What follows belongs to an exercise in optimizing a design on an open flow for small area, a short achievable clock period and few clock cycles; a production flow would make more cautious choices. Where RTL was checked, it was by simulation tests only, not by an equivalence proof against the original. The RTL of runs 2 and 3 was laid out without a check of its function. No activity file was given, so power comes from the tool's default toggle rates.

[config.mk]
export PLATFORM = sky130hd
export DESIGN_NAME = divider1
export DESIGN_NICKNAME = divider1
export VERILOG_FILES = /design/flow/design.v
export SDC_FILE = /design/flow/constraint.sdc
export NUM_CORES = 8
export LEC_CHECK = 0
export CAP_MARGIN = 20
export CORE_MARGIN = 2
export CORE_UTILIZATION = 40
export SLEW_MARGIN = 20
export SYNTH_HIERARCHICAL = 1
[constraint.sdc]
create_clock -name core_clock -period 32.0 [get_ports {clk}]
set_input_delay 6.4000 -clock core_clock [delete_from_list [all_inputs] [get_ports {clk}]]
set_output_delay 6.4000 -clock core_clock [all_outputs]
set_load 0.01 [all_outputs]
[design.v]
module D_FF (q, d, reset, clk);
	output logic q;
	input logic d, reset, clk;
	always_ff @(posedge clk)
		if (reset)
			q <= 0;  
		else
			q <= d;  
endmodule
module FF_en(q, d, en, reset, clk);
	output q;
	input d, en, reset, clk;
	wire dat;
	D_FF ff(.q, .d(dat), .reset, .clk);
	NAND_MUX_2x1 muxs(.out(dat), .select(en), .invSelect(~en), .in({d, q}));
endmodule
module NAND_MUX_2x1(out, select, invSelect, in);
	output out;
	input select, invSelect;
	input [1:0] in;
	wire one, zero;
	nand oneNand(one, select, in[1]);
	nand zeroNand(zero, invSelect, in[0]);
	nand sumNand(out, one, zero);
endmodule
module NAND_MUX_4x1(out, select, invSelect, in);
	output out;
	input [1:0] select, invSelect;
	input [3:0] in;
	wire three, two, one, zero;
	nand zeroNand(zero, in[0], invSelect[1], invSelect[0]);
	nand oneNand(one, in[1], invSelect[1], select[0]);
	nand twoNand(two, in[2], select[1], invSelect[0]);
	nand threeNand(three, in[3], select[1], select[0]);
	nand sumNand(out, three, two, one, zero);
endmodule
module adderC65 (val1, val2, Cin, valOut);
	input logic [64:0] val1, val2;
	input logic Cin;
	output logic [64:0] valOut; 
	logic [64:0] cinToCout;
	genvar i;
	generate
		for(i=0; i<64; i++) begin : eachAdder
			full_adder adder(.S(valOut[i+1]), .Cout(cinToCout[i+1]), .A(val1[i+1]), .B(val2[i+1]), .Cin(cinToCout[i]));
		end
	endgenerate
	full_adder startAdder(.S(valOut[0]), .Cout(cinToCout[0]), .A(val1[0]), .B(val2[0]), .Cin);
endmodule
module divider1(quotient, valid_out, divisor, dividend, valid_in, rst, clk);
  output [63:0] quotient;
  output valid_out;
  input [63:0] divisor, dividend;
  input valid_in, rst, clk;
  localparam int K  = 3;                     
  localparam int DW = 67 + K;                
  localparam int JW = 5;                     
  logic          busy;
  logic          first;   
  logic          vo;
  logic [63:0]   rr;      
  logic [DW-1:0] nd;      
  logic          sbn;     
  logic [63:0]   rq;      
  logic          neg;     
  logic [JW-1:0] cnt;     
  assign valid_out = vo | quick;
  div_neg u_neg(.q(rq), .neg(neg), .y(quotient));
  wire        sa = dividend[63];
  wire        sb = divisor[63];
  wire [63:0] ma;
  div_abs u_abs(.a(dividend), .y(ma));
  wire [7:0]  t;
  wire        az, bz;
  div_len u_len(.a(dividend), .b(divisor), .t(t), .az(az), .bz(bz));
  logic [7:0]   tr;          
  logic         azr, bzr;    
  wire        zq = azr | (tr[7] & (tr != 8'hff));     
  wire        quick = first & (zq | bzr);              
  wire [JW-1:0] j0;
  div_ncyc #(.K(K), .JW(JW)) u_ncyc(.x(tr[6:0]), .j(j0));
  wire [DW-1:0] ndeff;    
  div_shift #(.K(K), .DW(DW), .JW(JW)) u_sh(.nd(nd), .amt(j0), .first(first), .sbn(sbn), .y(ndeff));
  function automatic logic [64:0] addc(input logic [DW-1:0] a, input logic [DW-1:0] b, input logic cin);
    logic [DW:0] g, p, G, P;
    g = {a & b, cin};
    p = {a ^ b, 1'b0};
    G = g; P = p;
    for (int l = 0; (1 << l) < DW + 1; l++) begin
      logic [DW:0] G2, P2;
      G2 = G; P2 = P;
      for (int i = 0; i < DW + 1; i++) begin
        if ((i >> l) & 1) begin
          G2[i] = G[i] | (P[i] & G[((i >> l) << l) - 1]);
          P2[i] = P[i] & P[((i >> l) << l) - 1];
        end
      end
      G = G2; P = P2;
    end
    addc[64] = G[DW];
    for (int i = 0; i < 64; i++) addc[i] = p[i+1] ^ G[i];
  endfunction
  logic [63:0]   rnext;
  logic [K-1:0]  qb;
  always_comb begin
    logic [63:0]   r;
    logic [64:0]   t;
    r = rr;
    for (int j = 0; j < K; j++) begin
      if (j == 0) t = addc({{(DW-64){1'b0}}, r}, nd, ~sbn);
      else        t = addc({{(DW-64){1'b0}}, r}, ~(~ndeff >> j), ~sbn);
      qb[K-1-j] = t[64] & ~(j == 0 && first);
      if (qb[K-1-j]) r = t[63:0];
    end
    rnext = r;
  end
  wire last = ((first ? j0 : cnt) == '0);
  always_ff @(posedge clk) begin
    if (rst) begin
      busy  <= 1'b0;
      first <= 1'b0;
      vo    <= 1'b0;
    end else if (!busy) begin
      busy  <= valid_in;
      first <= valid_in;
      vo    <= 1'b0;
    end else begin
      busy  <= ~last & ~quick;
      first <= 1'b0;
      vo    <= last & ~quick;
    end
  end
  always_ff @(posedge clk) begin
    if (!busy) begin
      rr    <= ma;
      nd    <= ~({{(DW-64){sb}}, divisor} << (K - 1));
      tr    <= t;
      azr   <= az;
      bzr   <= bz;
      sbn   <= sb;
      rq    <= {63'd0, bz};
      neg   <= bz ? ~sa : (sa ^ sb);
    end else begin
      rr    <= rnext;
      nd    <= ~(~ndeff >> K);
      cnt   <= (first ? j0 : cnt) - 1'b1;
      rq    <= {rq[63-K:0], qb};
    end
  end
endmodule
module div_neg(input [63:0] q, input neg, output [63:0] y);
  assign y = neg ? (64'd0 - q) : q;
endmodule
module div_len(input [63:0] a, input [63:0] b, output [7:0] t, output az, output bz);
  function automatic logic [6:0] msb(input logic [63:0] x);
    logic [63:0] v; logic [5:0] p [64];
    for (int i = 0; i < 64; i++) begin v[i] = x[i]; p[i] = 6'(i); end
    for (int l = 0; l < 6; l++) begin
      for (int i = 0; i < (32 >> l); i++) begin
        p[i] = v[2*i+1] ? p[2*i+1] : p[2*i];
        v[i] = v[2*i+1] | v[2*i];
      end
    end
    msb = {v[0], p[0]};
  endfunction
  wire [6:0]  ta = msb({1'b0, a[62:0] ^ a[63:1]});
  wire [6:0]  tb = msb({1'b0, b[62:0] ^ b[63:1]});
  wire [7:0]  ia = ta[6] ? {2'b0, ta[5:0]} : 8'hff;
  wire [7:0]  nib = tb[6] ? ~{2'b0, tb[5:0]} : 8'h00;    
  wire [8:0]  tt = {ia, 1'b1} + {nib, a[63]};
  assign t  = tt[8:1];
  assign bz = ~tb[6] & ~b[63];
  assign az = ~ta[6] & ~a[63];
endmodule
module div_ncyc #(parameter int K = 3, parameter int JW = 5)(input [6:0] x, output logic [JW-1:0] j);
  always_comb begin
    j = '0;
    for (int i = 0; i < 128; i++) if (x == 7'(i)) j = JW'((((i + 1) % 128) + 1) / K);
  end
endmodule
module div_abs(input [63:0] a, output [63:0] y);
  assign y = a[63] ? (64'd0 - a) : a;
endmodule
module div_shift #(parameter int K = 3, parameter int DW = 70, parameter int JW = 5)
  (input [DW-1:0] nd, input [JW-1:0] amt, input first, input sbn, output [DW-1:0] y);
  logic [DW-1:0] dsh;
  always_comb begin
    dsh = nd;
    for (int k = 0; k < JW; k++) if (first & amt[k]) dsh = (dsh << (K << k)) | ~({DW{1'b1}} << (K << k));
  end
  assign y = dsh ^ {DW{first & sbn}};
endmodule
module full_adder(S, Cout, A, B, Cin);
	output S, Cout;
	input A, B, Cin;
	wire AB, AC, BC;
	xor sum(S, A, B, Cin);
	nand ab(AB, A, B);
	nand ac(AC, A, Cin);
	nand bc(BC, B, Cin);
	nand abc(Cout, AB, AC, BC);
endmodule
module mux_2x1_X65(outs, select, invSelect, ins);
	output [64:0] outs;
	input select, invSelect;
	input [1:0][64:0] ins;
		NAND_MUX_2x1 m7(.out(outs[7]), .select, .invSelect, .in({ins[1][7], ins[0][7]}));
	NAND_MUX_2x1 m6(.out(outs[6]), .select, .invSelect, .in({ins[1][6], ins[0][6]}));
	NAND_MUX_2x1 m5(.out(outs[5]), .select, .invSelect, .in({ins[1][5], ins[0][5]}));
	NAND_MUX_2x1 m4(.out(outs[4]), .select, .invSelect, .in({ins[1][4], ins[0][4]}));
	NAND_MUX_2x1 m3(.out(outs[3]), .select, .invSelect, .in({ins[1][3], ins[0][3]}));
	NAND_MUX_2x1 m2(.out(outs[2]), .select, .invSelect, .in({ins[1][2], ins[0][2]}));
	NAND_MUX_2x1 m1(.out(outs[1]), .select, .invSelect, .in({ins[1][1], ins[0][1]}));
	NAND_MUX_2x1 m0(.out(outs[0]), .select, .invSelect, .in({ins[1][0], ins[0][0]}));
		NAND_MUX_2x1 m15(.out(outs[15]), .select, .invSelect, .in({ins[1][15], ins[0][15]}));
	NAND_MUX_2x1 m14(.out(outs[14]), .select, .invSelect, .in({ins[1][14], ins[0][14]}));
	NAND_MUX_2x1 m13(.out(outs[13]), .select, .invSelect, .in({ins[1][13], ins[0][13]}));
	NAND_MUX_2x1 m12(.out(outs[12]), .select, .invSelect, .in({ins[1][12], ins[0][12]}));
	NAND_MUX_2x1 m11(.out(outs[11]), .select, .invSelect, .in({ins[1][11], ins[0][11]}));
	NAND_MUX_2x1 m10(.out(outs[10]), .select, .invSelect, .in({ins[1][10], ins[0][10]}));
	NAND_MUX_2x1 m9(.out(outs[9]), .select, .invSelect, .in({ins[1][9], ins[0][9]}));
	NAND_MUX_2x1 m8(.out(outs[8]), .select, .invSelect, .in({ins[1][8], ins[0][8]}));
		NAND_MUX_2x1 m23(.out(outs[23]), .select, .invSelect, .in({ins[1][23], ins[0][23]}));
	NAND_MUX_2x1 m22(.out(outs[22]), .select, .invSelect, .in({ins[1][22], ins[0][22]}));
	NAND_MUX_2x1 m21(.out(outs[21]), .select, .invSelect, .in({ins[1][21], ins[0][21]}));
	NAND_MUX_2x1 m20(.out(outs[20]), .select, .invSelect, .in({ins[1][20], ins[0][20]}));
	NAND_MUX_2x1 m19(.out(outs[19]), .select, .invSelect, .in({ins[1][19], ins[0][19]}));
	NAND_MUX_2x1 m18(.out(outs[18]), .select, .invSelect, .in({ins[1][18], ins[0][18]}));
	NAND_MUX_2x1 m17(.out(outs[17]), .select, .invSelect, .in({ins[1][17], ins[0][17]}));
	NAND_MUX_2x1 m16(.out(outs[16]), .select, .invSelect, .in({ins[1][16], ins[0][16]}));
		NAND_MUX_2x1 m31(.out(outs[31]), .select, .invSelect, .in({ins[1][31], ins[0][31]}));
	NAND_MUX_2x1 m30(.out(outs[30]), .select, .invSelect, .in({ins[1][30], ins[0][30]}));
	NAND_MUX_2x1 m29(.out(outs[29]), .select, .invSelect, .in({ins[1][29], ins[0][29]}));
	NAND_MUX_2x1 m28(.out(outs[28]), .select, .invSelect, .in({ins[1][28], ins[0][28]}));
	NAND_MUX_2x1 m27(.out(outs[27]), .select, .invSelect, .in({ins[1][27], ins[0][27]}));
	NAND_MUX_2x1 m26(.out(outs[26]), .select, .invSelect, .in({ins[1][26], ins[0][26]}));
	NAND_MUX_2x1 m25(.out(outs[25]), .select, .invSelect, .in({ins[1][25], ins[0][25]}));
	NAND_MUX_2x1 m24(.out(outs[24]), .select, .invSelect, .in({ins[1][24], ins[0][24]}));
		NAND_MUX_2x1 m39(.out(outs[39]), .select, .invSelect, .in({ins[1][39], ins[0][39]}));
	NAND_MUX_2x1 m38(.out(outs[38]), .select, .invSelect, .in({ins[1][38], ins[0][38]}));
	NAND_MUX_2x1 m37(.out(outs[37]), .select, .invSelect, .in({ins[1][37], ins[0][37]}));
	NAND_MUX_2x1 m36(.out(outs[36]), .select, .invSelect, .in({ins[1][36], ins[0][36]}));
	NAND_MUX_2x1 m35(.out(outs[35]), .select, .invSelect, .in({ins[1][35], ins[0][35]}));
	NAND_MUX_2x1 m34(.out(outs[34]), .select, .invSelect, .in({ins[1][34], ins[0][34]}));
	NAND_MUX_2x1 m33(.out(outs[33]), .select, .invSelect, .in({ins[1][33], ins[0][33]}));
	NAND_MUX_2x1 m32(.out(outs[32]), .select, .invSelect, .in({ins[1][32], ins[0][32]}));
		NAND_MUX_2x1 m47(.out(outs[47]), .select, .invSelect, .in({ins[1][47], ins[0][47]}));
	NAND_MUX_2x1 m46(.out(outs[46]), .select, .invSelect, .in({ins[1][46], ins[0][46]}));
	NAND_MUX_2x1 m45(.out(outs[45]), .select, .invSelect, .in({ins[1][45], ins[0][45]}));
	NAND_MUX_2x1 m44(.out(outs[44]), .select, .invSelect, .in({ins[1][44], ins[0][44]}));
	NAND_MUX_2x1 m43(.out(outs[43]), .select, .invSelect, .in({ins[1][43], ins[0][43]}));
	NAND_MUX_2x1 m42(.out(outs[42]), .select, .invSelect, .in({ins[1][42], ins[0][42]}));
	NAND_MUX_2x1 m41(.out(outs[41]), .select, .invSelect, .in({ins[1][41], ins[0][41]}));
	NAND_MUX_2x1 m40(.out(outs[40]), .select, .invSelect, .in({ins[1][40], ins[0][40]}));
		NAND_MUX_2x1 m55(.out(outs[55]), .select, .invSelect, .in({ins[1][55], ins[0][55]}));
	NAND_MUX_2x1 m54(.out(outs[54]), .select, .invSelect, .in({ins[1][54], ins[0][54]}));
	NAND_MUX_2x1 m53(.out(outs[53]), .select, .invSelect, .in({ins[1][53], ins[0][53]}));
	NAND_MUX_2x1 m52(.out(outs[52]), .select, .invSelect, .in({ins[1][52], ins[0][52]}));
	NAND_MUX_2x1 m51(.out(outs[51]), .select, .invSelect, .in({ins[1][51], ins[0][51]}));
	NAND_MUX_2x1 m50(.out(outs[50]), .select, .invSelect, .in({ins[1][50], ins[0][50]}));
	NAND_MUX_2x1 m49(.out(outs[49]), .select, .invSelect, .in({ins[1][49], ins[0][49]}));
	NAND_MUX_2x1 m48(.out(outs[48]), .select, .invSelect, .in({ins[1][48], ins[0][48]}));
		NAND_MUX_2x1 m63(.out(outs[63]), .select, .invSelect, .in({ins[1][63], ins[0][63]}));
	NAND_MUX_2x1 m62(.out(outs[62]), .select, .invSelect, .in({ins[1][62], ins[0][62]}));
	NAND_MUX_2x1 m61(.out(outs[61]), .select, .invSelect, .in({ins[1][61], ins[0][61]}));
	NAND_MUX_2x1 m60(.out(outs[60]), .select, .invSelect, .in({ins[1][60], ins[0][60]}));
	NAND_MUX_2x1 m59(.out(outs[59]), .select, .invSelect, .in({ins[1][59], ins[0][59]}));
	NAND_MUX_2x1 m58(.out(outs[58]), .select, .invSelect, .in({ins[1][58], ins[0][58]}));
	NAND_MUX_2x1 m57(.out(outs[57]), .select, .invSelect, .in({ins[1][57], ins[0][57]}));
	NAND_MUX_2x1 m56(.out(outs[56]), .select, .invSelect, .in({ins[1][56], ins[0][56]}));
		NAND_MUX_2x1 m64(.out(outs[64]), .select, .invSelect, .in({ins[1][64], ins[0][64]}));
endmodule
module mux_4x1_X65(outs, select, invSelect, ins);
	output [64:0] outs;
	input [1:0] select, invSelect;
	input [3:0][64:0] ins;
		NAND_MUX_4x1 m7(.out(outs[7]), .select, .invSelect, .in({ins[3][7], ins[2][7], ins[1][7], ins[0][7]}));
	NAND_MUX_4x1 m6(.out(outs[6]), .select, .invSelect, .in({ins[3][6], ins[2][6], ins[1][6], ins[0][6]}));
	NAND_MUX_4x1 m5(.out(outs[5]), .select, .invSelect, .in({ins[3][5], ins[2][5], ins[1][5], ins[0][5]}));
	NAND_MUX_4x1 m4(.out(outs[4]), .select, .invSelect, .in({ins[3][4], ins[2][4], ins[1][4], ins[0][4]}));
	NAND_MUX_4x1 m3(.out(outs[3]), .select, .invSelect, .in({ins[3][3], ins[2][3], ins[1][3], ins[0][3]}));
	NAND_MUX_4x1 m2(.out(outs[2]), .select, .invSelect, .in({ins[3][2], ins[2][2], ins[1][2], ins[0][2]}));
	NAND_MUX_4x1 m1(.out(outs[1]), .select, .invSelect, .in({ins[3][1], ins[2][1], ins[1][1], ins[0][1]}));
	NAND_MUX_4x1 m0(.out(outs[0]), .select, .invSelect, .in({ins[3][0], ins[2][0], ins[1][0], ins[0][0]}));
		NAND_MUX_4x1 m15(.out(outs[15]), .select, .invSelect, .in({ins[3][15], ins[2][15], ins[1][7], ins[0][15]}));
	NAND_MUX_4x1 m14(.out(outs[14]), .select, .invSelect, .in({ins[3][14], ins[2][14], ins[1][7], ins[0][14]}));
	NAND_MUX_4x1 m13(.out(outs[13]), .select, .invSelect, .in({ins[3][13], ins[2][13], ins[1][7], ins[0][13]}));
	NAND_MUX_4x1 m12(.out(outs[12]), .select, .invSelect, .in({ins[3][12], ins[2][12], ins[1][7], ins[0][12]}));
	NAND_MUX_4x1 m11(.out(outs[11]), .select, .invSelect, .in({ins[3][11], ins[2][11], ins[1][7], ins[0][11]}));
	NAND_MUX_4x1 m10(.out(outs[10]), .select, .invSelect, .in({ins[3][10], ins[2][10], ins[1][7], ins[0][10]}));
	NAND_MUX_4x1 m9(.out(outs[9]), .select, .invSelect, .in({ins[3][9], ins[2][9], ins[1][7], ins[0][9]}));
	NAND_MUX_4x1 m8(.out(outs[8]), .select, .invSelect, .in({ins[3][8], ins[2][8], ins[1][7], ins[0][8]}));
		NAND_MUX_4x1 m23(.out(outs[23]), .select, .invSelect, .in({ins[3][23], ins[2][23], ins[1][23], ins[0][23]}));
	NAND_MUX_4x1 m22(.out(outs[22]), .select, .invSelect, .in({ins[3][22], ins[2][22], ins[1][22], ins[0][22]}));
	NAND_MUX_4x1 m21(.out(outs[21]), .select, .invSelect, .in({ins[3][21], ins[2][21], ins[1][21], ins[0][21]}));
	NAND_MUX_4x1 m20(.out(outs[20]), .select, .invSelect, .in({ins[3][20], ins[2][20], ins[1][20], ins[0][20]}));
	NAND_MUX_4x1 m19(.out(outs[19]), .select, .invSelect, .in({ins[3][19], ins[2][19], ins[1][19], ins[0][19]}));
	NAND_MUX_4x1 m18(.out(outs[18]), .select, .invSelect, .in({ins[3][18], ins[2][18], ins[1][18], ins[0][18]}));
	NAND_MUX_4x1 m17(.out(outs[17]), .select, .invSelect, .in({ins[3][17], ins[2][17], ins[1][17], ins[0][17]}));
	NAND_MUX_4x1 m16(.out(outs[16]), .select, .invSelect, .in({ins[3][16], ins[2][16], ins[1][16], ins[0][16]}));
		NAND_MUX_4x1 m31(.out(outs[31]), .select, .invSelect, .in({ins[3][31], ins[2][31], ins[1][31], ins[0][31]}));
	NAND_MUX_4x1 m30(.out(outs[30]), .select, .invSelect, .in({ins[3][30], ins[2][30], ins[1][30], ins[0][30]}));
	NAND_MUX_4x1 m29(.out(outs[29]), .select, .invSelect, .in({ins[3][29], ins[2][29], ins[1][29], ins[0][29]}));
	NAND_MUX_4x1 m28(.out(outs[28]), .select, .invSelect, .in({ins[3][28], ins[2][28], ins[1][28], ins[0][28]}));
	NAND_MUX_4x1 m27(.out(outs[27]), .select, .invSelect, .in({ins[3][27], ins[2][27], ins[1][27], ins[0][27]}));
	NAND_MUX_4x1 m26(.out(outs[26]), .select, .invSelect, .in({ins[3][26], ins[2][26], ins[1][26], ins[0][26]}));
	NAND_MUX_4x1 m25(.out(outs[25]), .select, .invSelect, .in({ins[3][25], ins[2][25], ins[1][25], ins[0][25]}));
	NAND_MUX_4x1 m24(.out(outs[24]), .select, .invSelect, .in({ins[3][24], ins[2][24], ins[1][24], ins[0][24]}));
		NAND_MUX_4x1 m39(.out(outs[39]), .select, .invSelect, .in({ins[3][39], ins[2][39], ins[1][39], ins[0][39]}));
	NAND_MUX_4x1 m38(.out(outs[38]), .select, .invSelect, .in({ins[3][38], ins[2][38], ins[1][38], ins[0][38]}));
	NAND_MUX_4x1 m37(.out(outs[37]), .select, .invSelect, .in({ins[3][37], ins[2][37], ins[1][37], ins[0][37]}));
	NAND_MUX_4x1 m36(.out(outs[36]), .select, .invSelect, .in({ins[3][36], ins[2][36], ins[1][36], ins[0][36]}));
	NAND_MUX_4x1 m35(.out(outs[35]), .select, .invSelect, .in({ins[3][35], ins[2][35], ins[1][35], ins[0][35]}));
	NAND_MUX_4x1 m34(.out(outs[34]), .select, .invSelect, .in({ins[3][34], ins[2][34], ins[1][34], ins[0][34]}));
	NAND_MUX_4x1 m33(.out(outs[33]), .select, .invSelect, .in({ins[3][33], ins[2][33], ins[1][33], ins[0][33]}));
	NAND_MUX_4x1 m32(.out(outs[32]), .select, .invSelect, .in({ins[3][32], ins[2][32], ins[1][32], ins[0][32]}));
		NAND_MUX_4x1 m47(.out(outs[47]), .select, .invSelect, .in({ins[3][47], ins[2][47], ins[1][47], ins[0][47]}));
	NAND_MUX_4x1 m46(.out(outs[46]), .select, .invSelect, .in({ins[3][46], ins[2][46], ins[1][46], ins[0][46]}));
	NAND_MUX_4x1 m45(.out(outs[45]), .select, .invSelect, .in({ins[3][45], ins[2][45], ins[1][45], ins[0][45]}));
	NAND_MUX_4x1 m44(.out(outs[44]), .select, .invSelect, .in({ins[3][44], ins[2][44], ins[1][44], ins[0][44]}));
	NAND_MUX_4x1 m43(.out(outs[43]), .select, .invSelect, .in({ins[3][43], ins[2][43], ins[1][43], ins[0][43]}));
	NAND_MUX_4x1 m42(.out(outs[42]), .select, .invSelect, .in({ins[3][42], ins[2][42], ins[1][42], ins[0][42]}));
	NAND_MUX_4x1 m41(.out(outs[41]), .select, .invSelect, .in({ins[3][41], ins[2][41], ins[1][41], ins[0][41]}));
	NAND_MUX_4x1 m40(.out(outs[40]), .select, .invSelect, .in({ins[3][40], ins[2][40], ins[1][40], ins[0][40]}));
		NAND_MUX_4x1 m55(.out(outs[55]), .select, .invSelect, .in({ins[3][55], ins[2][55], ins[1][55], ins[0][55]}));
	NAND_MUX_4x1 m54(.out(outs[54]), .select, .invSelect, .in({ins[3][54], ins[2][54], ins[1][54], ins[0][54]}));
	NAND_MUX_4x1 m53(.out(outs[53]), .select, .invSelect, .in({ins[3][53], ins[2][53], ins[1][53], ins[0][53]}));
	NAND_MUX_4x1 m52(.out(outs[52]), .select, .invSelect, .in({ins[3][52], ins[2][52], ins[1][52], ins[0][52]}));
	NAND_MUX_4x1 m51(.out(outs[51]), .select, .invSelect, .in({ins[3][51], ins[2][51], ins[1][51], ins[0][51]}));
	NAND_MUX_4x1 m50(.out(outs[50]), .select, .invSelect, .in({ins[3][50], ins[2][50], ins[1][50], ins[0][50]}));
	NAND_MUX_4x1 m49(.out(outs[49]), .select, .invSelect, .in({ins[3][49], ins[2][49], ins[1][49], ins[0][49]}));
	NAND_MUX_4x1 m48(.out(outs[48]), .select, .invSelect, .in({ins[3][48], ins[2][48], ins[1][48], ins[0][48]}));
		NAND_MUX_4x1 m63(.out(outs[63]), .select, .invSelect, .in({ins[3][63], ins[2][63], ins[1][63], ins[0][63]}));
	NAND_MUX_4x1 m62(.out(outs[62]), .select, .invSelect, .in({ins[3][62], ins[2][62], ins[1][62], ins[0][62]}));
	NAND_MUX_4x1 m61(.out(outs[61]), .select, .invSelect, .in({ins[3][61], ins[2][61], ins[1][61], ins[0][61]}));
	NAND_MUX_4x1 m60(.out(outs[60]), .select, .invSelect, .in({ins[3][60], ins[2][60], ins[1][60], ins[0][60]}));
	NAND_MUX_4x1 m59(.out(outs[59]), .select, .invSelect, .in({ins[3][59], ins[2][59], ins[1][59], ins[0][59]}));
	NAND_MUX_4x1 m58(.out(outs[58]), .select, .invSelect, .in({ins[3][58], ins[2][58], ins[1][58], ins[0][58]}));
	NAND_MUX_4x1 m57(.out(outs[57]), .select, .invSelect, .in({ins[3][57], ins[2][57], ins[1][57], ins[0][57]}));
	NAND_MUX_4x1 m56(.out(outs[56]), .select, .invSelect, .in({ins[3][56], ins[2][56], ins[1][56], ins[0][56]}));
		NAND_MUX_4x1 m64(.out(outs[64]), .select, .invSelect, .in({ins[3][64], ins[2][64], ins[1][64], ins[0][64]}));
endmodule
module norifier(outs, ins1, ins0);
	output [63:0] outs;
	input [63:0] ins1, ins0;
		nor oa7(outs[7], ins1[7], ins0[7]);
	nor oa6(outs[6], ins1[6], ins0[6]);
	nor oa5(outs[5], ins1[5], ins0[5]);
	nor oa4(outs[4], ins1[4], ins0[4]);
	nor oa3(outs[3], ins1[3], ins0[3]);
	nor oa2(outs[2], ins1[2], ins0[2]);
	nor oa1(outs[1], ins1[1], ins0[1]);
	nor oa0(outs[0], ins1[0], ins0[0]);
		nor oa15(outs[15], ins1[15], ins0[15]);
	nor oa14(outs[14], ins1[14], ins0[14]);
	nor oa13(outs[13], ins1[13], ins0[13]);
	nor oa12(outs[12], ins1[12], ins0[12]);
	nor oa11(outs[11], ins1[11], ins0[11]);
	nor oa10(outs[10], ins1[10], ins0[10]);
	nor oa9(outs[9], ins1[9], ins0[9]);
	nor oa8(outs[8], ins1[8], ins0[8]);
		nor oa23(outs[23], ins1[23], ins0[23]);
	nor oa22(outs[22], ins1[22], ins0[22]);
	nor oa21(outs[21], ins1[21], ins0[21]);
	nor oa20(outs[20], ins1[20], ins0[20]);
	nor oa19(outs[19], ins1[19], ins0[19]);
	nor oa18(outs[18], ins1[18], ins0[18]);
	nor oa17(outs[17], ins1[17], ins0[17]);
	nor oa16(outs[16], ins1[16], ins0[16]);
		nor oa31(outs[31], ins1[31], ins0[31]);
	nor oa30(outs[30], ins1[30], ins0[30]);
	nor oa29(outs[29], ins1[29], ins0[29]);
	nor oa28(outs[28], ins1[28], ins0[28]);
	nor oa27(outs[27], ins1[27], ins0[27]);
	nor oa26(outs[26], ins1[26], ins0[26]);
	nor oa25(outs[25], ins1[25], ins0[25]);
	nor oa24(outs[24], ins1[24], ins0[24]);
		nor oa39(outs[39], ins1[39], ins0[39]);
	nor oa38(outs[38], ins1[38], ins0[38]);
	nor oa37(outs[37], ins1[37], ins0[37]);
	nor oa36(outs[36], ins1[36], ins0[36]);
	nor oa35(outs[35], ins1[35], ins0[35]);
	nor oa34(outs[34], ins1[34], ins0[34]);
	nor oa33(outs[33], ins1[33], ins0[33]);
	nor oa32(outs[32], ins1[32], ins0[32]);
		nor oa47(outs[47], ins1[47], ins0[47]);
	nor oa46(outs[46], ins1[46], ins0[46]);
	nor oa45(outs[45], ins1[45], ins0[45]);
	nor oa44(outs[44], ins1[44], ins0[44]);
	nor oa43(outs[43], ins1[43], ins0[43]);
	nor oa42(outs[42], ins1[42], ins0[42]);
	nor oa41(outs[41], ins1[41], ins0[41]);
	nor oa40(outs[40], ins1[40], ins0[40]);
		nor oa55(outs[55], ins1[55], ins0[55]);
	nor oa54(outs[54], ins1[54], ins0[54]);
	nor oa53(outs[53], ins1[53], ins0[53]);
	nor oa52(outs[52], ins1[52], ins0[52]);
	nor oa51(outs[51], ins1[51], ins0[51]);
	nor oa50(outs[50], ins1[50], ins0[50]);
	nor oa49(outs[49], ins1[49], ins0[49]);
	nor oa48(outs[48], ins1[48], ins0[48]);
		nor oa63(outs[63], ins1[63], ins0[63]);
	nor oa62(outs[62], ins1[62], ins0[62]);
	nor oa61(outs[61], ins1[61], ins0[61]);
	nor oa60(outs[60], ins1[60], ins0[60]);
	nor oa59(outs[59], ins1[59], ins0[59]);
	nor oa58(outs[58], ins1[58], ins0[58]);
	nor oa57(outs[57], ins1[57], ins0[57]);
	nor oa56(outs[56], ins1[56], ins0[56]);
endmodule
module registerX64(outs, ins, en, rst, clk);
	output [63:0] outs;
	input [63:0] ins;
	input en, rst, clk;
		FF_en r7(.q(outs[7]), .d(ins[7]), .en, .reset(rst), .clk);
	FF_en r6(.q(outs[6]), .d(ins[6]), .en, .reset(rst), .clk);
	FF_en r5(.q(outs[5]), .d(ins[5]), .en, .reset(rst), .clk);
	FF_en r4(.q(outs[4]), .d(ins[4]), .en, .reset(rst), .clk);
	FF_en r3(.q(outs[3]), .d(ins[3]), .en, .reset(rst), .clk);
	FF_en r2(.q(outs[2]), .d(ins[2]), .en, .reset(rst), .clk);
	FF_en r1(.q(outs[1]), .d(ins[1]), .en, .reset(rst), .clk);
	FF_en r0(.q(outs[0]), .d(ins[0]), .en, .reset(rst), .clk);
		FF_en r15(.q(outs[15]), .d(ins[15]), .en, .reset(rst), .clk);
	FF_en r14(.q(outs[14]), .d(ins[14]), .en, .reset(rst), .clk);
	FF_en r13(.q(outs[13]), .d(ins[13]), .en, .reset(rst), .clk);
	FF_en r12(.q(outs[12]), .d(ins[12]), .en, .reset(rst), .clk);
	FF_en r11(.q(outs[11]), .d(ins[11]), .en, .reset(rst), .clk);
	FF_en r10(.q(outs[10]), .d(ins[10]), .en, .reset(rst), .clk);
	FF_en r9(.q(outs[9]), .d(ins[9]), .en, .reset(rst), .clk);
	FF_en r8(.q(outs[8]), .d(ins[8]), .en, .reset(rst), .clk);
		FF_en r23(.q(outs[23]), .d(ins[23]), .en, .reset(rst), .clk);
	FF_en r22(.q(outs[22]), .d(ins[22]), .en, .reset(rst), .clk);
	FF_en r21(.q(outs[21]), .d(ins[21]), .en, .reset(rst), .clk);
	FF_en r20(.q(outs[20]), .d(ins[20]), .en, .reset(rst), .clk);
	FF_en r19(.q(outs[19]), .d(ins[19]), .en, .reset(rst), .clk);
	FF_en r18(.q(outs[18]), .d(ins[18]), .en, .reset(rst), .clk);
	FF_en r17(.q(outs[17]), .d(ins[17]), .en, .reset(rst), .clk);
	FF_en r16(.q(outs[16]), .d(ins[16]), .en, .reset(rst), .clk);
		FF_en r31(.q(outs[31]), .d(ins[31]), .en, .reset(rst), .clk);
	FF_en r30(.q(outs[30]), .d(ins[30]), .en, .reset(rst), .clk);
	FF_en r29(.q(outs[29]), .d(ins[29]), .en, .reset(rst), .clk);
	FF_en r28(.q(outs[28]), .d(ins[28]), .en, .reset(rst), .clk);
	FF_en r27(.q(outs[27]), .d(ins[27]), .en, .reset(rst), .clk);
	FF_en r26(.q(outs[26]), .d(ins[26]), .en, .reset(rst), .clk);
	FF_en r25(.q(outs[25]), .d(ins[25]), .en, .reset(rst), .clk);
	FF_en r24(.q(outs[24]), .d(ins[24]), .en, .reset(rst), .clk);
		FF_en r39(.q(outs[39]), .d(ins[39]), .en, .reset(rst), .clk);
	FF_en r38(.q(outs[38]), .d(ins[38]), .en, .reset(rst), .clk);
	FF_en r37(.q(outs[37]), .d(ins[37]), .en, .reset(rst), .clk);
	FF_en r36(.q(outs[36]), .d(ins[36]), .en, .reset(rst), .clk);
	FF_en r35(.q(outs[35]), .d(ins[35]), .en, .reset(rst), .clk);
	FF_en r34(.q(outs[34]), .d(ins[34]), .en, .reset(rst), .clk);
	FF_en r33(.q(outs[33]), .d(ins[33]), .en, .reset(rst), .clk);
	FF_en r32(.q(outs[32]), .d(ins[32]), .en, .reset(rst), .clk);
		FF_en r47(.q(outs[47]), .d(ins[47]), .en, .reset(rst), .clk);
	FF_en r46(.q(outs[46]), .d(ins[46]), .en, .reset(rst), .clk);
	FF_en r45(.q(outs[45]), .d(ins[45]), .en, .reset(rst), .clk);
	FF_en r44(.q(outs[44]), .d(ins[44]), .en, .reset(rst), .clk);
	FF_en r43(.q(outs[43]), .d(ins[43]), .en, .reset(rst), .clk);
	FF_en r42(.q(outs[42]), .d(ins[42]), .en, .reset(rst), .clk);
	FF_en r41(.q(outs[41]), .d(ins[41]), .en, .reset(rst), .clk);
	FF_en r40(.q(outs[40]), .d(ins[40]), .en, .reset(rst), .clk);
		FF_en r55(.q(outs[55]), .d(ins[55]), .en, .reset(rst), .clk);
	FF_en r54(.q(outs[54]), .d(ins[54]), .en, .reset(rst), .clk);
	FF_en r53(.q(outs[53]), .d(ins[53]), .en, .reset(rst), .clk);
	FF_en r52(.q(outs[52]), .d(ins[52]), .en, .reset(rst), .clk);
	FF_en r51(.q(outs[51]), .d(ins[51]), .en, .reset(rst), .clk);
	FF_en r50(.q(outs[50]), .d(ins[50]), .en, .reset(rst), .clk);
	FF_en r49(.q(outs[49]), .d(ins[49]), .en, .reset(rst), .clk);
	FF_en r48(.q(outs[48]), .d(ins[48]), .en, .reset(rst), .clk);
		FF_en r63(.q(outs[63]), .d(ins[63]), .en, .reset(rst), .clk);
	FF_en r62(.q(outs[62]), .d(ins[62]), .en, .reset(rst), .clk);
	FF_en r61(.q(outs[61]), .d(ins[61]), .en, .reset(rst), .clk);
	FF_en r60(.q(outs[60]), .d(ins[60]), .en, .reset(rst), .clk);
	FF_en r59(.q(outs[59]), .d(ins[59]), .en, .reset(rst), .clk);
	FF_en r58(.q(outs[58]), .d(ins[58]), .en, .reset(rst), .clk);
	FF_en r57(.q(outs[57]), .d(ins[57]), .en, .reset(rst), .clk);
	FF_en r56(.q(outs[56]), .d(ins[56]), .en, .reset(rst), .clk);
endmodule
module registerX65(outs, ins, en, rst, clk);
	output [64:0] outs;
	input [64:0] ins;
	input en, rst, clk;
		FF_en r7(.q(outs[7]), .d(ins[7]), .en, .reset(rst), .clk);
	FF_en r6(.q(outs[6]), .d(ins[6]), .en, .reset(rst), .clk);
	FF_en r5(.q(outs[5]), .d(ins[5]), .en, .reset(rst), .clk);
	FF_en r4(.q(outs[4]), .d(ins[4]), .en, .reset(rst), .clk);
	FF_en r3(.q(outs[3]), .d(ins[3]), .en, .reset(rst), .clk);
	FF_en r2(.q(outs[2]), .d(ins[2]), .en, .reset(rst), .clk);
	FF_en r1(.q(outs[1]), .d(ins[1]), .en, .reset(rst), .clk);
	FF_en r0(.q(outs[0]), .d(ins[0]), .en, .reset(rst), .clk);
		FF_en r15(.q(outs[15]), .d(ins[15]), .en, .reset(rst), .clk);
	FF_en r14(.q(outs[14]), .d(ins[14]), .en, .reset(rst), .clk);
	FF_en r13(.q(outs[13]), .d(ins[13]), .en, .reset(rst), .clk);
	FF_en r12(.q(outs[12]), .d(ins[12]), .en, .reset(rst), .clk);
	FF_en r11(.q(outs[11]), .d(ins[11]), .en, .reset(rst), .clk);
	FF_en r10(.q(outs[10]), .d(ins[10]), .en, .reset(rst), .clk);
	FF_en r9(.q(outs[9]), .d(ins[9]), .en, .reset(rst), .clk);
	FF_en r8(.q(outs[8]), .d(ins[8]), .en, .reset(rst), .clk);
		FF_en r23(.q(outs[23]), .d(ins[23]), .en, .reset(rst), .clk);
	FF_en r22(.q(outs[22]), .d(ins[22]), .en, .reset(rst), .clk);
	FF_en r21(.q(outs[21]), .d(ins[21]), .en, .reset(rst), .clk);
	FF_en r20(.q(outs[20]), .d(ins[20]), .en, .reset(rst), .clk);
	FF_en r19(.q(outs[19]), .d(ins[19]), .en, .reset(rst), .clk);
	FF_en r18(.q(outs[18]), .d(ins[18]), .en, .reset(rst), .clk);
	FF_en r17(.q(outs[17]), .d(ins[17]), .en, .reset(rst), .clk);
	FF_en r16(.q(outs[16]), .d(ins[16]), .en, .reset(rst), .clk);
		FF_en r31(.q(outs[31]), .d(ins[31]), .en, .reset(rst), .clk);
	FF_en r30(.q(outs[30]), .d(ins[30]), .en, .reset(rst), .clk);
	FF_en r29(.q(outs[29]), .d(ins[29]), .en, .reset(rst), .clk);
	FF_en r28(.q(outs[28]), .d(ins[28]), .en, .reset(rst), .clk);
	FF_en r27(.q(outs[27]), .d(ins[27]), .en, .reset(rst), .clk);
	FF_en r26(.q(outs[26]), .d(ins[26]), .en, .reset(rst), .clk);
	FF_en r25(.q(outs[25]), .d(ins[25]), .en, .reset(rst), .clk);
	FF_en r24(.q(outs[24]), .d(ins[24]), .en, .reset(rst), .clk);
		FF_en r39(.q(outs[39]), .d(ins[39]), .en, .reset(rst), .clk);
	FF_en r38(.q(outs[38]), .d(ins[38]), .en, .reset(rst), .clk);
	FF_en r37(.q(outs[37]), .d(ins[37]), .en, .reset(rst), .clk);
	FF_en r36(.q(outs[36]), .d(ins[36]), .en, .reset(rst), .clk);
	FF_en r35(.q(outs[35]), .d(ins[35]), .en, .reset(rst), .clk);
	FF_en r34(.q(outs[34]), .d(ins[34]), .en, .reset(rst), .clk);
	FF_en r33(.q(outs[33]), .d(ins[33]), .en, .reset(rst), .clk);
	FF_en r32(.q(outs[32]), .d(ins[32]), .en, .reset(rst), .clk);
		FF_en r47(.q(outs[47]), .d(ins[47]), .en, .reset(rst), .clk);
	FF_en r46(.q(outs[46]), .d(ins[46]), .en, .reset(rst), .clk);
	FF_en r45(.q(outs[45]), .d(ins[45]), .en, .reset(rst), .clk);
	FF_en r44(.q(outs[44]), .d(ins[44]), .en, .reset(rst), .clk);
	FF_en r43(.q(outs[43]), .d(ins[43]), .en, .reset(rst), .clk);
	FF_en r42(.q(outs[42]), .d(ins[42]), .en, .reset(rst), .clk);
	FF_en r41(.q(outs[41]), .d(ins[41]), .en, .reset(rst), .clk);
	FF_en r40(.q(outs[40]), .d(ins[40]), .en, .reset(rst), .clk);
		FF_en r55(.q(outs[55]), .d(ins[55]), .en, .reset(rst), .clk);
	FF_en r54(.q(outs[54]), .d(ins[54]), .en, .reset(rst), .clk);
	FF_en r53(.q(outs[53]), .d(ins[53]), .en, .reset(rst), .clk);
	FF_en r52(.q(outs[52]), .d(ins[52]), .en, .reset(rst), .clk);
	FF_en r51(.q(outs[51]), .d(ins[51]), .en, .reset(rst), .clk);
	FF_en r50(.q(outs[50]), .d(ins[50]), .en, .reset(rst), .clk);
	FF_en r49(.q(outs[49]), .d(ins[49]), .en, .reset(rst), .clk);
	FF_en r48(.q(outs[48]), .d(ins[48]), .en, .reset(rst), .clk);
		FF_en r63(.q(outs[63]), .d(ins[63]), .en, .reset(rst), .clk);
	FF_en r62(.q(outs[62]), .d(ins[62]), .en, .reset(rst), .clk);
	FF_en r61(.q(outs[61]), .d(ins[61]), .en, .reset(rst), .clk);
	FF_en r60(.q(outs[60]), .d(ins[60]), .en, .reset(rst), .clk);
	FF_en r59(.q(outs[59]), .d(ins[59]), .en, .reset(rst), .clk);
	FF_en r58(.q(outs[58]), .d(ins[58]), .en, .reset(rst), .clk);
	FF_en r57(.q(outs[57]), .d(ins[57]), .en, .reset(rst), .clk);
	FF_en r56(.q(outs[56]), .d(ins[56]), .en, .reset(rst), .clk);
		FF_en r64(.q(outs[64]), .d(ins[64]), .en, .reset(rst), .clk);
endmodule
module xnorifier(outs, ins1, ins0);
	output [63:0] outs;
	input [63:0] ins1, ins0;
		xnor  xoa7(outs[7], ins1[7], ins0[7]);
	xnor xoa6(outs[6], ins1[6], ins0[6]);
	xnor xoa5(outs[5], ins1[5], ins0[5]);
	xnor xoa4(outs[4], ins1[4], ins0[4]);
	xnor xoa3(outs[3], ins1[3], ins0[3]);
	xnor xoa2(outs[2], ins1[2], ins0[2]);
	xnor xoa1(outs[1], ins1[1], ins0[1]);
	xnor xoa0(outs[0], ins1[0], ins0[0]);
		xnor xoa15(outs[15], ins1[15], ins0[15]);
	xnor xoa14(outs[14], ins1[14], ins0[14]);
	xnor xoa13(outs[13], ins1[13], ins0[13]);
	xnor xoa12(outs[12], ins1[12], ins0[12]);
	xnor xoa11(outs[11], ins1[11], ins0[11]);
	xnor xoa10(outs[10], ins1[10], ins0[10]);
	xnor xoa9(outs[9], ins1[9], ins0[9]);
	xnor xoa8(outs[8], ins1[8], ins0[8]);
		xnor xoa23(outs[23], ins1[23], ins0[23]);
	xnor xoa22(outs[22], ins1[22], ins0[22]);
	xnor xoa21(outs[21], ins1[21], ins0[21]);
	xnor xoa20(outs[20], ins1[20], ins0[20]);
	xnor xoa19(outs[19], ins1[19], ins0[19]);
	xnor xoa18(outs[18], ins1[18], ins0[18]);
	xnor xoa17(outs[17], ins1[17], ins0[17]);
	xnor xoa16(outs[16], ins1[16], ins0[16]);
		xnor xoa31(outs[31], ins1[31], ins0[31]);
	xnor xoa30(outs[30], ins1[30], ins0[30]);
	xnor xoa29(outs[29], ins1[29], ins0[29]);
	xnor xoa28(outs[28], ins1[28], ins0[28]);
	xnor xoa27(outs[27], ins1[27], ins0[27]);
	xnor xoa26(outs[26], ins1[26], ins0[26]);
	xnor xoa25(outs[25], ins1[25], ins0[25]);
	xnor xoa24(outs[24], ins1[24], ins0[24]);
		xnor xoa39(outs[39], ins1[39], ins0[39]);
	xnor xoa38(outs[38], ins1[38], ins0[38]);
	xnor xoa37(outs[37], ins1[37], ins0[37]);
	xnor xoa36(outs[36], ins1[36], ins0[36]);
	xnor xoa35(outs[35], ins1[35], ins0[35]);
	xnor xoa34(outs[34], ins1[34], ins0[34]);
	xnor xoa33(outs[33], ins1[33], ins0[33]);
	xnor xoa32(outs[32], ins1[32], ins0[32]);
		xnor xoa47(outs[47], ins1[47], ins0[47]);
	xnor xoa46(outs[46], ins1[46], ins0[46]);
	xnor xoa45(outs[45], ins1[45], ins0[45]);
	xnor xoa44(outs[44], ins1[44], ins0[44]);
	xnor xoa43(outs[43], ins1[43], ins0[43]);
	xnor xoa42(outs[42], ins1[42], ins0[42]);
	xnor xoa41(outs[41], ins1[41], ins0[41]);
	xnor xoa40(outs[40], ins1[40], ins0[40]);
		xnor xoa55(outs[55], ins1[55], ins0[55]);
	xnor xoa54(outs[54], ins1[54], ins0[54]);
	xnor xoa53(outs[53], ins1[53], ins0[53]);
	xnor xoa52(outs[52], ins1[52], ins0[52]);
	xnor xoa51(outs[51], ins1[51], ins0[51]);
	xnor xoa50(outs[50], ins1[50], ins0[50]);
	xnor xoa49(outs[49], ins1[49], ins0[49]);
	xnor xoa48(outs[48], ins1[48], ins0[48]);
		xnor xoa63(outs[63], ins1[63], ins0[63]);
	xnor xoa62(outs[62], ins1[62], ins0[62]);
	xnor xoa61(outs[61], ins1[61], ins0[61]);
	xnor xoa60(outs[60], ins1[60], ins0[60]);
	xnor xoa59(outs[59], ins1[59], ins0[59]);
	xnor xoa58(outs[58], ins1[58], ins0[58]);
	xnor xoa57(outs[57], ins1[57], ins0[57]);
	xnor xoa56(outs[56], ins1[56], ins0[56]);
endmodule
[flow/run.sh]
#!/bin/bash
# Own flow: the standard layout (standard synthesis, floorplan, placement,
# CTS, routing); only the timing repair is asked to leave a setup margin,
# and port buffers use another buffer cell. Clock and constraints unchanged.
set -e
bash standard.sh SETUP_SLACK_MARGIN=22.5 "BUFFER_PORTS_ARGS=-buffer_cell sky130_fd_sc_hd__buf_1" "RECOVER_POWER=50" finish > standard_finish.log 2>&1
[standard.sh]
#!/bin/bash
# synth_recipe.tcl (not shown) runs the flow's synth.tcl, then flattens the netlist and writes it again
# the make line also repeats each setting of config.mk as NAME=value (left out here)
make -C /OpenROAD-flow-scripts/flow DESIGN_CONFIG=/design/flow/config.mk WORK_HOME=/design/flow/orfs CLKGATE_MAP_FILE= SYNTH_SCRIPT=/design/flow/synth_recipe.tcl "${@:-finish}"
==> results of run 1 <==
metal layers:
| metal | track usage (%) | share of wire, % |
|---|---|---|
| met1 | 38.8 | 42 |
| met2 | 43.8 | 42 |
| met3 | 5.34 | 10 |
| met4 | 14.6 | 5.8 |
| met5 | 0 | 0.012 |
registers in the layout, indices dropped and copies added, names as in the netlist:
name   count
busy       1
rr        64
tr         8
sbn        1
first      1
bzr        1
nd        68
cnt        5
azr        1
vo         1
neg        1
rq        64
per-stage QoR:
stage	power [mW]	util, %	instances
2_1_floorplan	1.99	-	3726
3_5_place_dp	2.47	42.3	4710
5_1_grt	3.31	47.0	4860
4_1_cts	2.90	45.3	4809
6_report	3.09	47.0	4862
3_3_place_gp	2.47	42.3	4710
power by group through the flow:
stage	clock (mW)	combinational [mW]	sequential [mW]
global route	0.332	2.56	0.421
detailed placement	0	2.05	0.422
finish	0.317	2.35	0.421
CTS	0.322	2.17	0.410
global placement	0	2.05	0.424
floorplan	0	1.62	0.363
worst reg2reg max path: cells and delay by family, from the launching register on:
kind / cells / cell delay (ps)
AOI/OAI and AO/OA: 19 / 4040
adders and majority gates: 2 / 760
muxes: 2 / 870
DFF: 1 / 390
buffers and inverters: 6 / 2050
and+or+nand+nor: 8 / 1630
xor gates and xnor gates: 1 / 180
layout make-up:
cell class | instances | area (sq um)
repair buffers | 336 | 2250
fillers | 7018 | 37100
clock buffers | 31 | 699
multi-input cells | 3213 | 23600
flip-flops and latches | 216 | 4540
inverters | 108 | 410
clock inverters | 16 | 181
well taps | 940 | 1180
diodes | 2 | 5.00
worst max path at each step:
stage	startpoint	to	slack [ps]	cells after the start
final	tr[5]	rr[13]	21980	38
after global routing	tr[5]	rr[10]	21500	38
after CTS	divisor[28]	tr[6]	22510	14
after detailed placement	tr[5]	rr[10]	19020	37
after global placement	tr[5]	rr[10]	19180	37
after floorplan	divisor[40]	tr[6]	22440	14
repair_timing:
item,CTS,global route
pin swaps,23,48
gates cloned,11,7
setup endpoints to repair,75,81
setup buffers,41,44
hold buffers,0,0
gates resized for setup,163,166
==> metrics.csv, run 1 <==
metric,value,unit
final_area,0.0329,sq mm
nets,4251,
fmax,99.8,MHz
grt-ovfl-total,0,
hold_start,rq[58],
final_cell_mix,"nand2_1 (412), nor2_1 (314), xnor2_1 (246)",
pin_count,196,
min_path_type,register to register,
drive_gt1_share,14.9,%
critPathKind,register to register,
grt_usage,28.8,%
syn_area_per_cell,7.59,sq um
hold_viol,0,
cp_common_cell,clkbuf_1,
vias_per_cell,6.23,
crit_fanout,38,
root_buffer,clkbuf_16,
dr.pass1.iters,6,
worstPathArrival,10520,ps
comb_power_share,76.1,%
synth_area,0.0283,sq mm
outcome,finished with violations,
seqPwrFrac,13.6,%
cap_violations,3,
grt_max_degree,94,
ys_warn_count,12,
start_util,40.4,%
worstPathRequired,32500,ps
dpl.hpwl,80600,um
tightest_slew,3240,ps
final_antenna_net_count,0,
p_int,1.50,mW
critPathLaunchType,register,
grt_first_pass_wirelength,166000,um
slowest_stage,clkbuf_1,
power.density,93.9,mW/mm^2
whs_path_depth,1,
cp_top_family,compound AO/OA/AOI/OAI gates,
setup_tns,0,ps
die-width,270,um
vias,30300,
clkPwrFrac,10.3,%
whs_endpoint,rq[61],
final_common_cell,nand2_1,
die_height,270,um
dr.first_iter.drc_count,3539,
place_ws,19020,ps
skew,17.5,ps
ff2ff_path_depth,38,
setup-violations-final,0,
gp_congestion,0.997,
clockBufferDepth,3,
timing.rr.start,tr[5],
wl,112000,um
num_rows,97,
core,0.0700,sq mm
io_buffers,195,
swShare,51.5,%
rrSetupSlack,21980,ps
relSlewSlack,-116,%
placed_cell_area,0.0296,sq mm
rsz0062_at_grt,yes,
cts_buffers,26,
period_share,31.3,%
clk_pin_slew,60,ps
cp_num_buf_inv,6,
antenna_found_initial,2,
ctsHtreeMaxLevel,1,
postSynthCellCount,3726,
switchingPower,1.59,mW
synth_fp_nets,4076,
grt_pass1_vias,27400,
route.detailed.drc,0,
dieArea,0.0729,sq mm
peakVddDrop,0.0392,mV
postLayoutSetupSlackWorst,21980,ps
max_stage_delay,960,ps
period_needed,10020,ps
wl_per_cell,23.0,um
slew_viol_final,197,
r2r_end,rr[13],
end_kind,register,
clk_latency,590,ps
so.violations,"capacitance limit, slew limit",
p_leak,13.2,nW
clock-sinks,216,
timing.hold.ws,511,ps
area_growth,16.3,%
cts_tree,yes,
Testbench counts, summed over its fixed seeds: cycles 6,098.
==> run 2: changes to the inputs <==
--- a/design.v
+++ b/design.v
@@ -52,7 +52,7 @@
   output valid_out;
   input [63:0] divisor, dividend;
   input valid_in, rst, clk;
-  localparam int K  = 3;                     
+  localparam int K  = 4;                     
   localparam int DW = 67 + K;                
   localparam int JW = 5;                     
   logic          busy;
==> flow/run.sh (replaced) <==
#!/bin/bash
# Own flow: the standard layout (standard synthesis, floorplan, placement,
# CTS, routing); only the timing repair is asked to leave a setup margin,
# and port buffers use another buffer cell. Clock and constraints unchanged.
set -e
bash standard.sh SETUP_SLACK_MARGIN=21 "BUFFER_PORTS_ARGS=-buffer_cell sky130_fd_sc_hd__buf_1" finish > standard_finish.log 2>&1
==> metrics.csv, run 2 <==
metric,value,unit,change
p_int,2.07,mW,was 1.50 mW
cp_common_cell,buf_4,,was clkbuf_1
grt_max_degree,106,,was 94
tightest_slew,1150,ps,was 3240 ps
synth_area,0.0307,sq mm,was 0.0283 sq mm
skew,15.8,ps,was 17.5 ps
hold_viol,0,,unchanged
reg.largest.list,"nd (68), rq (64), rr (64)",,unchanged
cts_buffers,29,,was 26
setup-violations-final,0,,unchanged
antenna_found_initial,5,,was 2
grt_usage,31.0,%,was 28.8%
postLayoutSetupSlackWorst,20790,ps,"was 21,980 ps"
timing.hold.ws,516,ps,was 511 ps
start_util,40.4,%,about the same
placed_cells,5013,,"was 4,710"
core,0.0759,sq mm,was 0.0700 sq mm
cts_tree,yes,,unchanged
period_needed,11210,ps,"was 10,020 ps"
slowest_stage,a2111oi_4,,was clkbuf_1
seqPwrFrac,10.3,%,was 13.6%
top_register,nd,,unchanged
die-width,281,um,was 270 um
critPathKind,register to register,,unchanged
largest_reg_flops,68,,unchanged
relSlewSlack,23.1,%,was -116%
p_leak,15.2,nW,was 13.2 nW
vias,33000,,"was 30,300"
drive_gt1_share,21.9,%,was 14.9%
clkPwrFrac,8.5,%,was 10.3%
syn_area_per_cell,7.87,sq um,was 7.59 sq um
peakVddDrop,0.0467,mV,was 0.0392 mV
min_path_type,register to register,,unchanged
area_growth,26.5,%,was 16.3%
cap_violations,0,,was 3
vias_per_cell,6.25,,was 6.23
root_buffer,clkbuf_16,,unchanged
final_antenna_net_count,0,,unchanged
final_cell_mix,"nand2_1 (347), xnor2_1 (300), nor2_1 (256)",,"was nand2_1 (412), nor2_1 (314), xnor2_1 (246)"
rsz0062_at_grt,yes,,unchanged
cts_hold_buffers,0,,unchanged
dr.first_iter.drc_count,3594,,"was 3,539"
grt_first_pass_wirelength,186000,um,"was 166,000 um"
wl_per_cell,24.8,um,was 23.0 um
place_ws,17250,ps,"was 19,020 ps"
dieArea,0.0789,sq mm,was 0.0729 sq mm
worstPathArrival,11710,ps,"was 10,520 ps"
clock-sinks,216,,unchanged
fin_cells,5281,,"was 4,862"
comb_power_share,81.2,%,was 76.1%
period_share,35.0,%,was 31.3%
nets,4644,,"was 4,251"
setup_tns,0,ps,unchanged
worstPathRequired,32510,ps,"was 32,500 ps"
dr.pass1.iters,6,,unchanged
route.detailed.drc,0,,unchanged
final_common_cell,nand2_1,,unchanged
switchingPower,2.15,mW,was 1.59 mW
grt_pass1_vias,29500,,"was 27,400"
io_buffers,195,,unchanged
clk_latency,610,ps,was 590 ps
gp_congestion,0.956,,was 0.997
swShare,51.0,%,was 51.5%
end_kind,register,,unchanged
slew_viol_final,0,,was 197
cp_num_buf_inv,10,,was 6
num_rows,101,,was 97
postSynthCellCount,3893,,"was 3,726"
ys_warn_count,12,,unchanged
ctsHtreeMaxLevel,1,,unchanged
critPathLaunchType,register,,unchanged
cp_top_family,compound AO/OA/AOI/OAI gates,,unchanged
pin_count,196,,unchanged
grt-ovfl-total,0,,unchanged
max_stage_delay,450,ps,was 960 ps
clk_pin_slew,60,ps,about the same
dpl.hpwl,91900,um,"was 80,600 um"
synth_fp_nets,4312,,"was 4,076"
crit_fanout,13,,was 38
fmax,89.2,MHz,was 99.8 MHz
power,4.22,mW,was 3.09 mW
wl,131000,um,"was 112,000 um"
clockBufferDepth,3,,unchanged
power.density,109,mW/mm^2,was 93.9 mW/mm^2
outcome,no timing/DRC/antenna violations,,was finished with violations
die_height,281,um,was 270 um
-- run 2: stage by stage --
stage	util (%)	instance area, sq um
floorplan	-	30800
global placement	42.7	32400
detailed placement	42.7	32400
CTS	48.1	36600
global route	51.0	38800
finish	51.0	38800
-- run 2: area by class of cell --
type | instances | area, sq um
antenna | 3 | 7.51
clock buffer | 39 | 815
clock inverter | 15 | 200
fill | 7126 | 37200
inverter | 143 | 541
multi-input combinational | 3361 | 27600
sequential | 216 | 4590
tap | 1030 | 1290
timing repair buffer | 474 | 3740
-- run 2: repair_timing --
item | in CTS | in global routing
endpoints found under the setup margin | 65 | 65
setup buffers | 104 | 68
pin swaps | 94 | 144
cloned | 26 | 13
resized for setup | 329 | 290
-- run 2: worst paths after layout --
path	startpoint	to	slack, ps	cells after the start
setup / recovery	rr[0]	rr[58]	20790	51
hold / removal	rq[23]	rq[27]	520	1
setup reg to reg	rr[0]	rr[58]	20790	51
hold reg to reg	rq[23]	rq[27]	520	1
-- run 2: routing by layer --
layer | share of wire, % | global-route usage [%] | wire, um
met5 | 0.014 | 0 | 18
met4 | 5.6 | 12.8 | 7270
met2 | 42 | 45.8 | 54400
met1 | 42 | 43.6 | 55000
met3 | 11 | 6.27 | 14100
-- run 2: worst register-to-register path, delay by kind of cell (launching register included) --
kind / cells / cell delay [ps]
adder cells (fa/ha/maj): 4 / 1380
buffers and inverters: 10 / 1560
flip-flops: 1 / 350
multiplexers: 2 / 630
AO/OA/AOI/OAI: 22 / 4770
AND/OR/NAND/NOR: 13 / 2440
-- run 2: power groups by stage --
| stage | clock network (mW) | logic (mW) | registers, mW |
|---|---|---|---|
| after floorplan | 0 | 2.02 | 0.366 |
| final | 0.358 | 3.42 | 0.436 |
| after detailed placement | 0 | 2.62 | 0.420 |
| after CTS | 0.361 | 2.98 | 0.421 |
| after global placement | 0 | 2.62 | 0.421 |
| after global routing | 0.372 | 3.66 | 0.434 |
==> run 3: changes to the inputs <==
==> flow/run.sh (replaced) <==
#!/bin/bash
# Own flow: the standard layout (standard synthesis, floorplan, placement,
# CTS, routing); only the timing repair is asked to leave a setup margin,
# and port buffers use another buffer cell. Clock and constraints unchanged.
set -e
bash standard.sh SETUP_SLACK_MARGIN=21.5 "BUFFER_PORTS_ARGS=-buffer_cell sky130_fd_sc_hd__buf_1" finish > standard_finish.log 2>&1
==> metrics.csv, run 3 <==
metric,value,unit,change
outcome,no timing/DRC/antenna violations,,unchanged
grt-ovfl-total,0,,unchanged
wl_met1,53800,um,"was 55,000 um"
power.density,110,mW/mm^2,was 109 mW/mm^2
final_cell_mix,"nand2_1 (342), xnor2_1 (297), nor2_1 (261)",,"was nand2_1 (347), xnor2_1 (300), nor2_1 (256)"
setup-violations-final,0,,unchanged
clockBufferDepth,3,,unchanged
dpl.hpwl,91400,um,"was 91,900 um"
cts_buffers,31,,was 29
whs_path_depth,1,,unchanged
tightest_slew,1070,ps,was 1150 ps
synth_area,0.0307,sq mm,unchanged
switchingPower,2.17,mW,was 2.15 mW
postSynthCellCount,3893,,unchanged
top_layer,met4,,was met5
skew,17.5,ps,was 15.8 ps
drive_gt1_share,22.5,%,was 21.9%
whs_endpoint,rq[27],,unchanged
root_buffer,clkbuf_16,,unchanged
syn_area_per_cell,7.87,sq um,unchanged
swShare,50.7,%,was 51.0%
cts_tree,yes,,unchanged
gp_congestion,0.984,,was 0.956
p_leak,15.3,nW,was 15.2 nW
multiInputGateArea,0.0276,sq mm,about the same
final_antenna_net_count,0,,unchanged
seqCellArea,0.00462,sq mm,was 0.00459 sq mm
hold_viol,0,,unchanged
final_common_cell,nand2_1,,unchanged
ys_warn_count,12,,unchanged
place_ws,17410,ps,"was 17,250 ps"
met3WireLength,14500,um,"was 14,100 um"
reg.largest.list,"nd (68), rq (64), rr (64)",,unchanged
hold_start,rq[23],,unchanged
area_growth,27.0,%,was 26.5%
start_util,40.4,%,unchanged
rsz0062_at_grt,yes,,unchanged
rrSetupSlack,20750,ps,"was 20,790 ps"
fmax,88.9,MHz,was 89.2 MHz
ctsHtreeMaxLevel,1,,unchanged
r2r_end,rr[33],,was rr[58]
worstPathArrival,11800,ps,"was 11,710 ps"
clkPwrFrac,9.0,%,was 8.5%
grt_first_pass_wirelength,187000,um,"was 186,000 um"
dieArea,0.0789,sq mm,unchanged
ff2ff_path_depth,51,,unchanged
clk_latency,630,ps,was 610 ps
num_rows,101,,unchanged
vias_per_cell,6.29,,was 6.25
grt_pass1_vias,30200,,"was 29,500"
io_buffers,195,,unchanged
wl,131000,um,about the same
grt_max_degree,94,,was 106
max_stage_delay,470,ps,was 450 ps
critPathKind,register to register,,unchanged
route.detailed.drc,0,,unchanged
seqPwrFrac,10.1,%,was 10.3%
p_int,2.11,mW,was 2.07 mW
cap_violations,0,,unchanged
die_height,281,um,unchanged
nFillCells,7086,,"was 7,126"
period_needed,11250,ps,"was 11,210 ps"
slowest_stage,a2111o_1,,was a2111oi_4
timing.rr.start,rr[35],,was rr[0]
wl_met2,55700,um,"was 54,400 um"
comb_power_share,80.8,%,was 81.2%
relSlewSlack,28.4,%,was 23.1%
top_register,nd,,unchanged
end_kind,register,,unchanged
clk_pin_slew,70,ps,was 60 ps
core,0.0759,sq mm,unchanged
synth_fp_nets,4312,,unchanged
critPathLaunchType,register,,unchanged
dr.pass1.iters,7,,was 6
wl_per_cell,24.7,um,was 24.8 um
crit_fanout,6,,was 13
pin_count,196,,unchanged
peakVddDrop,0.0450,mV,was 0.0467 mV
cp_common_cell,buf_12,,was buf_4
min_path_type,register to register,,unchanged
vias,33300,,"was 33,000"
dr.first_iter.drc_count,3521,,"was 3,594"
worstPathRequired,32550,ps,"was 32,510 ps"
antenna_found_initial,7,,was 5
period_share,35.1,%,was 35.0%
setup_tns,0,ps,unchanged
cts_hold_buffers,0,,unchanged
slew_viol_final,0,,unchanged
die-width,281,um,unchanged
largest_reg_flops,68,,unchanged
grt_usage,30.9,%,was 31.0%
postLayoutSetupSlackWorst,20750,ps,"was 20,790 ps"
clock-sinks,216,,unchanged
nets,4658,,"was 4,644"
==> run 3: metal layers <==
| layer | track usage, % | up-vias |
|---|---|---|
| met5 | 0 | - |
| met4 | 11.7 | 0 |
| met3 | 5.89 | 363 |
| met2 | 46.8 | 1839 |
| met1 | 43.3 | 15800 |
| li1 | - | 15300 |
==> run 3: worst max path at each step <==
stage,start,endpoint,slack (ps),cells past startpoint
final,rr[35],rr[33],20750,51
after global routing,nd[21],rr[33],20480,53
after CTS,sbn,rr[31],20900,50
after detailed placement,nd[33],rr[58],17410,48
after global placement,nd[6],rr[2],17550,48
after floorplan,sbn,rr[31],21550,55
==> run 3: cell type report <==
class,count,share of cell area (%)
Antenna cell,5,0.0321
Clock buffer,47,2.49
Clock inverter,11,0.411
Inverter,143,1.39
Multi-Input combinational cell,3365,70.8
Sequential cell,216,11.9
Tap cell,1030,3.31
Timing Repair Buffer,482,9.71
==> run 3: worst max-delay path: cells and delay by family, from the launching register on <==
| family | cells | cell delay [ps] |
|---|---|---|
| AO/OA/AOI/OAI | 22 | 4900 |
| adder cells (fa/ha/maj) | 4 | 1120 |
| buffers and inverters | 12 | 1740 |
| flip-flops | 1 | 450 |
| multiplexers | 3 | 850 |
| AND/OR/NAND/NOR | 10 | 2070 |
==> run 3: power groups by stage <==
stage / sequential [mW] / combinational, mW / clock, mW
3_3_place_gp: 0.422 / 2.63 / 0
6_report: 0.434 / 3.46 / 0.386
5_1_grt: 0.433 / 3.69 / 0.398
4_1_cts: 0.418 / 3.01 / 0.388
2_1_floorplan: 0.367 / 2.05 / 0
3_5_place_dp: 0.420 / 2.62 / 0
==> run 3: repair_timing <==
action	in CTS	in global routing
endpoints found under the setup margin	66	68
gates cloned	27	13
pin swaps	74	115
resized for setup	309	302
buffers inserted	105	81
==> run 3: through the flow <==
| stage | util (%) | hold WS [ps] | power [mW] | std cells | area, sq um |
|---|---|---|---|---|---|
| 2_1_floorplan | - | 469 | 2.42 | 3893 | 31000 |
| 3_3_place_gp | 42.8 | 487 | 3.05 | 5010 | 32500 |
| 3_5_place_dp | 42.8 | 489 | 3.04 | 5010 | 32500 |
| 4_1_cts | 48.2 | 503 | 3.81 | 5200 | 36600 |
| 5_1_grt | 51.3 | 518 | 4.52 | 5299 | 38900 |
| 6_report | 51.3 | 505 | 4.28 | 5299 | 38900 |

-- re-timing with driven ports --
Ports are ideal in the flow. The routed layouts listed here were re-timed in OpenROAD. Step 1, drivers: a clkbuf_16 drives clk and a buf_2 each remaining input, both assumed. Step 2 adds t to the input delays and takes it off the output delays; t is the mean of the earliest and latest rising clock arrival at the registers after step 1. Input paths then give back, and output paths get back, about the clock's delay inside the block. a / b / c = ideal / step 1 / step 2; a / b = the first two.
run	t (ns)	setup slack, ns	hold slack, ns	worst setup path at the end	worst data-port slew with drivers (ns)
run 1	0.647	21.981 / 21.981 / 21.798	0.511 / 0.511 / 0.511	input to register	0.11
run 2	0.667	20.792 / 20.792 / 20.792	0.516 / 0.516 / 0.516	register to register	0.09
run 3	0.689	20.753 / 20.753 / 20.753	0.505 / 0.505 / 0.505	register to register	0.09
For run 1, which loses most, drivers alone change the setup slack by 0.000 ns; drivers and shift together by -0.183 ns.
